What follows belongs to an exercise in optimizing a design on an open flow for small area, a short achievable clock period and few clock cycles per item; a production flow would make more cautious choices.
The RTL was checked by simulation tests, not by an equivalence proof against the original design.

==> run Z: inputs <==
Design EC_TOP, start of the top module:
module EC_TOP(
    clk, rst_n, in_valid,
    in_Px, in_Py, in_Qx, in_Qy, in_prime, in_a,
    out_valid, out_Rx, out_Ry
);
export LEC_CHECK = 0
export ABC_AREA = 1
export CAP_MARGIN = 20
export CORE_MARGIN = 2
export CORE_UTILIZATION = 40
export CTS_BUF_LIST = sky130_fd_sc_hd__clkbuf_4 sky130_fd_sc_hd__clkbuf_8
export SLEW_MARGIN = 20
export SYNTH_HIERARCHICAL = 1
create_clock -name core_clock -period 220.0 [get_ports {clk}]
standard.sh (not shown) runs the stock make flow with config.mk's settings and CLKGATE_MAP_FILE= SYNTH_SCRIPT=/design/flow/synth_recipe.tcl, a recipe that flattens the netlist after the stock synthesis.
==> flow/flow/run.sh <==
#!/bin/bash
# Own layout flow:
#  1. the standard synthesis (standard.sh synth), unchanged;
#  2. an area-oriented re-mapping (ABC amap) of the combinational standard
#     cells only: flip-flops, full/half adders and tie cells stay as they are,
#     so the registers keep their names and cell types;
#  3. the standard layout from floorplan to finish, with buf_1 port buffers.
# Each tool writes its full output to a log file in the work folder.
set -euo pipefail
W="$PWD"
RES="$W/orfs/results/$FLOW_PLATFORM/EC_TOP/base"
bash standard.sh synth > "$W/synth.log" 2>&1
cp "$RES/1_2_yosys.v" "$W/1_2_yosys_standard.v"
REMAP_IN="$W/1_2_yosys_standard.v" REMAP_OUT="$RES/1_2_yosys.v" \
  yosys -c flow/remap.tcl > "$W/remap.log" 2>&1
rm -f "$RES/1_synth.odb"
export BUFFER_PORTS_ARGS="-buffer_cell sky130_fd_sc_hd__buf_1"
bash standard.sh > "$W/layout.log" 2>&1
==> flow/flow/amap.abc <==
strash
dch
amap
topo
stime -c
==> flow/flow/remap.tcl <==
# Re-map the combinational cells of the standard synthesis for area.
# Flip-flops, full/half adders and tie cells are kept as they are.
yosys -import
set lib $::env(FLOW_HOME)/platforms/$::env(FLOW_PLATFORM)/lib/sky130_fd_sc_hd__tt_025C_1v80.lib
set top $::env(FLOW_TOP)
set flat $::env(PWD)/remap_flat.v
# 1. the other cells as their logic functions
read_liberty -ignore_miss_func $lib
read_verilog $::env(REMAP_IN)
hierarchy -check -top $top
blackbox sky130_fd_sc_hd__df* sky130_fd_sc_hd__fa_* sky130_fd_sc_hd__ha_* sky130_fd_sc_hd__conb_*
flatten
opt_clean -purge
select $top
write_verilog -noattr -selected $flat
select -clear
design -reset
# 2. map that logic again
read_liberty -lib $lib
read_verilog $flat
hierarchy -check -top $top
techmap
opt -fast
set dont {}
foreach c {probe_p_8 probec_p_8 lpflow_*} { lappend dont -dont_use sky130_fd_sc_hd__$c }
abc -liberty $lib {*}$dont -script [file dirname [info script]]/amap.abc
opt_clean -purge
setundef -zero
hilomap -singleton -hicell sky130_fd_sc_hd__conb_1 HI -locell sky130_fd_sc_hd__conb_1 LO
insbuf -buf sky130_fd_sc_hd__buf_4 A X
opt_clean -purge
check -assert
tee -o $::env(PWD)/remap_stat.txt stat -liberty $lib
write_verilog -noattr -nohex -nodec $::env(REMAP_OUT)
==> run F (differences from run Z) <==
--- a/flow/config.mk
+++ b/flow/config.mk
@@ -9,5 +9,5 @@
 export CAP_MARGIN = 20
 export CORE_MARGIN = 2
-export CORE_UTILIZATION = 40
+export CORE_UTILIZATION = 50
 export CTS_BUF_LIST = sky130_fd_sc_hd__clkbuf_4 sky130_fd_sc_hd__clkbuf_8
 export SLEW_MARGIN = 20
==> comparison table <==
	run F	run Z
Outcome	complete, no violations	complete, no violations
Largest fanout on the critical path	15	30
Plain + repair buffers	91	95
NonClk Buf Share	3.34%	3.50%
Routed wirelength normalized by instance count	24.8 µm	25.7 µm
Final WS setup	149.42 ns	149.41 ns
WL met3	6990 µm	5890 µm
Number of cells after detailed placement	2352	2463
Routed WL	58600 µm	63700 µm
Final critical path time including I/O delays and setup	70.58 ns	70.60 ns
Area enclosed by the die boundary	0.0288 mm²	0.0359 mm²
Antenna violations before repair	0	5
Number of tap cells inserted	341	448
Req. time, crit path	176.00 ns	220.18 ns
Testbench counts of run Z, summed over its fixed seeds: cycles 3,208, items 3,200.
Testbench counts of run F, summed over its fixed seeds: cycles 3,208, items 3,200.


==> inputs of run H <==
Another version of the RTL of EC_TOP (not shown whole).
Design EC_TOP, start of the top module:
module EC_TOP(
    clk, rst_n, in_valid,
    in_Px, in_Py, in_Qx, in_Qy, in_prime, in_a,
    out_valid, out_Rx, out_Ry
);
input clk, rst_n, in_valid;
input [5:0] in_Px, in_Py, in_Qx, in_Qy, in_prime, in_a;
output out_valid;
output [5:0] out_Rx, out_Ry;
reg vld;
reg [5:0] w_q, u_q, pmy_q, p_q;
reg [6:0] s_q;
wire a0 = ~(in_Px[0] ^ in_Qx[0]);
wire a1 = ~(in_Px[1] ^ in_Qx[1]);
wire a2 = ~(in_Px[2] ^ in_Qx[2]);
wire a3 = ~(in_Px[3] ^ in_Qx[3]);
wire a4 = ~(in_Px[4] ^ in_Qx[4]);
wire a5 = ~(in_Px[5] ^ in_Qx[5]);
wire a6 = ~(in_Py[0] ^ in_Qy[0]);
wire a7 = ~(in_Py[1] ^ in_Qy[1]);
wire a8 = ~(in_Py[2] ^ in_Qy[2]);
wire a9 = ~(in_Py[3] ^ in_Qy[3]);
wire a10 = ~(in_Py[4] ^ in_Qy[4]);
wire a11 = ~(in_Py[5] ^ in_Qy[5]);
wire a12 = a0 & a1 & a2 & a3 & a4 & a5 & a6 & a7 & a8 & a9 & a10 & a11;
wire a13 = ~in_Px[0];
wire a14 = in_Qx[0] ^ a13;
wire a15 = ~a14;
wire a16 = in_Qx[0] | a13;
wire a17 = ~in_Px[1];
wire a18 = in_Qx[1] ^ a17 ^ a16;
wire a19 = (in_Qx[1] & a17) | (in_Qx[1] & a16) | (a17 & a16);
wire a20 = ~in_Px[2];
wire a21 = in_Qx[2] ^ a20 ^ a19;
wire a22 = (in_Qx[2] & a20) | (in_Qx[2] & a19) | (a20 & a19);
wire a23 = ~in_Px[3];
wire a24 = in_Qx[3] ^ a23 ^ a22;
wire a25 = (in_Qx[3] & a23) | (in_Qx[3] & a22) | (a23 & a22);
wire a26 = ~in_Px[4];
wire a27 = in_Qx[4] ^ a26 ^ a25;
wire a28 = (in_Qx[4] & a26) | (in_Qx[4] & a25) | (a26 & a25);
wire a29 = ~in_Px[5];
wire a30 = in_Qx[5] ^ a29 ^ a28;
wire a31 = (in_Qx[5] & a29) | (in_Qx[5] & a28) | (a29 & a28);
wire a32 = ~a31;
wire a33 = a15 ^ in_prime[0];
wire a34 = a15 & in_prime[0];
wire a35 = a18 ^ in_prime[1] ^ a34;
wire a36 = (a18 & in_prime[1]) | (a18 & a34) | (in_prime[1] & a34);
wire a37 = a21 ^ in_prime[2] ^ a36;
wire a38 = (a21 & in_prime[2]) | (a21 & a36) | (in_prime[2] & a36);
wire a39 = a24 ^ in_prime[3] ^ a38;
wire a40 = (a24 & in_prime[3]) | (a24 & a38) | (in_prime[3] & a38);
wire a41 = a27 ^ in_prime[4] ^ a40;
wire a42 = (a27 & in_prime[4]) | (a27 & a40) | (in_prime[4] & a40);
wire a43 = a30 ^ in_prime[5] ^ a42;
wire a44 = (a30 & in_prime[5]) | (a30 & a42) | (in_prime[5] & a42);
  ...
Settings: LEC_CHECK=0, ABC_AREA=1, CAP_MARGIN=20, CORE_MARGIN=2, CORE_UTILIZATION=60, CTS_BUF_LIST=sky130_fd_sc_hd__clkbuf_4 sky130_fd_sc_hd__clkbuf_8, GPL_TIMING_DRIVEN=0, SLEW_MARGIN=20, SYNTH_HIERARCHICAL=1, SYNTH_MEMORY_MAX_BITS=16384; clock period 220.0 ns.
==> flow/flow/remap.tcl <==
# Re-map the combinational cells of the standard synthesis for area.
# Flip-flops, full/half adders and tie cells are kept as they are.
yosys -import
set lib $::env(FLOW_HOME)/platforms/$::env(FLOW_PLATFORM)/lib/sky130_fd_sc_hd__tt_025C_1v80.lib
set top $::env(FLOW_TOP)
set flat $::env(PWD)/remap_flat.v
# 1. the other cells as their logic functions
read_liberty -ignore_miss_func $lib
read_verilog $::env(REMAP_IN)
hierarchy -check -top $top
blackbox sky130_fd_sc_hd__df* sky130_fd_sc_hd__fa_* sky130_fd_sc_hd__ha_* sky130_fd_sc_hd__conb_* {*}[expr {[info exists ::env(REMAP_KEEP)] ? $::env(REMAP_KEEP) : ""}]
flatten
opt_clean -purge
select $top
write_verilog -noattr -selected $flat
select -clear
design -reset
# 2. map that logic again
read_liberty -lib $lib
read_verilog $flat
hierarchy -check -top $top
techmap
opt -fast
set dont {}
foreach c {probe_p_8 probec_p_8 lpflow_*} { lappend dont -dont_use sky130_fd_sc_hd__$c }
abc -liberty $lib {*}$dont -script [file dirname [info script]]/amap.abc
opt_clean -purge
setundef -zero
hilomap -singleton -hicell sky130_fd_sc_hd__conb_1 HI -locell sky130_fd_sc_hd__conb_1 LO
insbuf -buf sky130_fd_sc_hd__buf_4 A X
opt_clean -purge
check -assert
tee -o $::env(PWD)/remap_stat.txt stat -liberty $lib
write_verilog -noattr -nohex -nodec $::env(REMAP_OUT)
Scripts as last shown in full above: flow/flow/run.sh, flow/flow/amap.abc
==> run K (differences from run H) <==
--- a/flow/config.mk
+++ b/flow/config.mk
@@ -10,5 +10,3 @@
 export CORE_MARGIN = 2
-export CORE_UTILIZATION = 60
-export CTS_BUF_LIST = sky130_fd_sc_hd__clkbuf_4 sky130_fd_sc_hd__clkbuf_8
-export GPL_TIMING_DRIVEN = 0
+export CORE_UTILIZATION = 40
 export SLEW_MARGIN = 20
==> run G (differences from run H) <==
--- a/flow/config.mk
+++ b/flow/config.mk
@@ -8,8 +8,7 @@
 export ABC_AREA = 1
-export CAP_MARGIN = 20
+export CAP_MARGIN = 0
 export CORE_MARGIN = 2
-export CORE_UTILIZATION = 60
+export CORE_UTILIZATION = 50
 export CTS_BUF_LIST = sky130_fd_sc_hd__clkbuf_4 sky130_fd_sc_hd__clkbuf_8
-export GPL_TIMING_DRIVEN = 0
-export SLEW_MARGIN = 20
+export SLEW_MARGIN = 0
 export SYNTH_HIERARCHICAL = 1
==> qor summary <==
Number of gates on the worst path with buffers counted: run G 122; run H 121; run K 122
Area Overhead vs Synth: run G 6.555%; run H 6.585%; run K 7.536%
Relative max-transition margin: run G 20.68%; run H 23.41%; run K 35.19%
Std cell rows: run G 58; run H 53; run K 65
Clock-pin transition on the worst setup and hold timing paths: run G 80 ps; run H 70 ps; run K 60 ps
Standard cell with the maximum stage delay on the critical path: run G sky130_fd_sc_hd__dfxtp_1; run H sky130_fd_sc_hd__clkinv_1; run K sky130_fd_sc_hd__dfxtp_1
FF+latch area: run G 645.6 µm²; run H 649.4 µm²; run K 645.6 µm²
NonClk Buf Share: run G 2.759%; run H 3.209%; run K 2.907%
Worst path arrival time: run G 38850 ps; run H 39790 ps; run K 39080 ps
Routing usage on met3: run G 3.687%; run H 4.390%; run K 1.836%
Met2 routing resource usage after global routing: run G 53.51%; run H 60.05%; run K 43.29%
Final worst hold slack: run G 43440 ps; run H 43460 ps; run K 43470 ps
Routed length per instance: run G 21.49 µm; run H 21.23 µm; run K 20.72 µm
Post-place setup slack: run G 137290 ps; run H 136790 ps; run K 137080 ps
Final min period: run G 82850 ps; run H 83790 ps; run K 83080 ps
Number of fillers in the final layout: run G 2433; run H 1811; run K 3187
Critical Path Max Stage Delay: run G 750 ps; run H 830 ps; run K 790 ps
Non-filler cells in the finished layout: run G 1874; run H 1816; run K 1949
Total area of multi-input combinational cells: run G 11120 µm²; run H 11160 µm²; run K 11120 µm²
Final core utilization: run G 54.19%; run H 64.95%; run K 43.63%
Cells after DPL: run G 1866; run H 1808; run K 1941
Slew at the pin with the worst max-slew slack: run G 1177 ps; run H 1149 ps; run K 969.1 ps
Run status: run G no timing/DRC/antenna violations; run H no timing/DRC/antenna violations; run K no timing/DRC/antenna violations
Fin nets: run G 1949; run H 1946; run K 1952
Testbench counts of run H, summed over its fixed seeds: cycles 3,208, items 3,200.
Testbench counts of run K, summed over its fixed seeds: cycles 3,208, items 3,200.
Testbench counts of run G, summed over its fixed seeds: cycles 3,208, items 3,200.

==> static timing again, ports no longer ideal <==
The results above use ideal ports. As a check the final layouts listed here were re-extracted and re-timed, cells and wires unchanged.
Step 1 assumes that a clkbuf_16 drives the clock port and a buf_2 every other input.
Step 2 times the ports against the registers' clock, not the clock port: input delays grow and output delays shrink by t, the midpoint of the rising clock arrivals with the driver on.
Three values: ideal ports, drivers, drivers and shift; two values: the first two.
| run | shift t [ns] | setup WS [ns] | worst hold slack (ns) | worst setup path after step 2 | worst slew at a driven data input, ns |
|---|---|---|---|---|---|
| run Z | 0.314 | 149.405 / 149.410 / 149.096 | 43.458 / 43.452 / 43.766 | input to register | 0.11 |
| run F | 0.321 | 149.420 / 149.390 / 149.476 | 43.451 / 43.443 / 43.763 | input to register | 0.04 |
| run H | 0.321 | 136.208 / 136.176 / 136.497 | 43.457 / 43.448 / 43.769 | register to output | 0.04 |
| run K | 0.308 | 136.916 / 136.882 / 137.190 | 43.473 / 43.461 / 43.769 | register to output | 0.06 |
| run G | 0.322 | 137.149 / 137.117 / 137.439 | 43.442 / 43.432 / 43.754 | register to output | 0.04 |
After both steps every run listed still meets setup and hold. For run Z, which loses most, drivers alone change the setup slack by +0.005 ns; drivers and shift together by -0.309 ns.
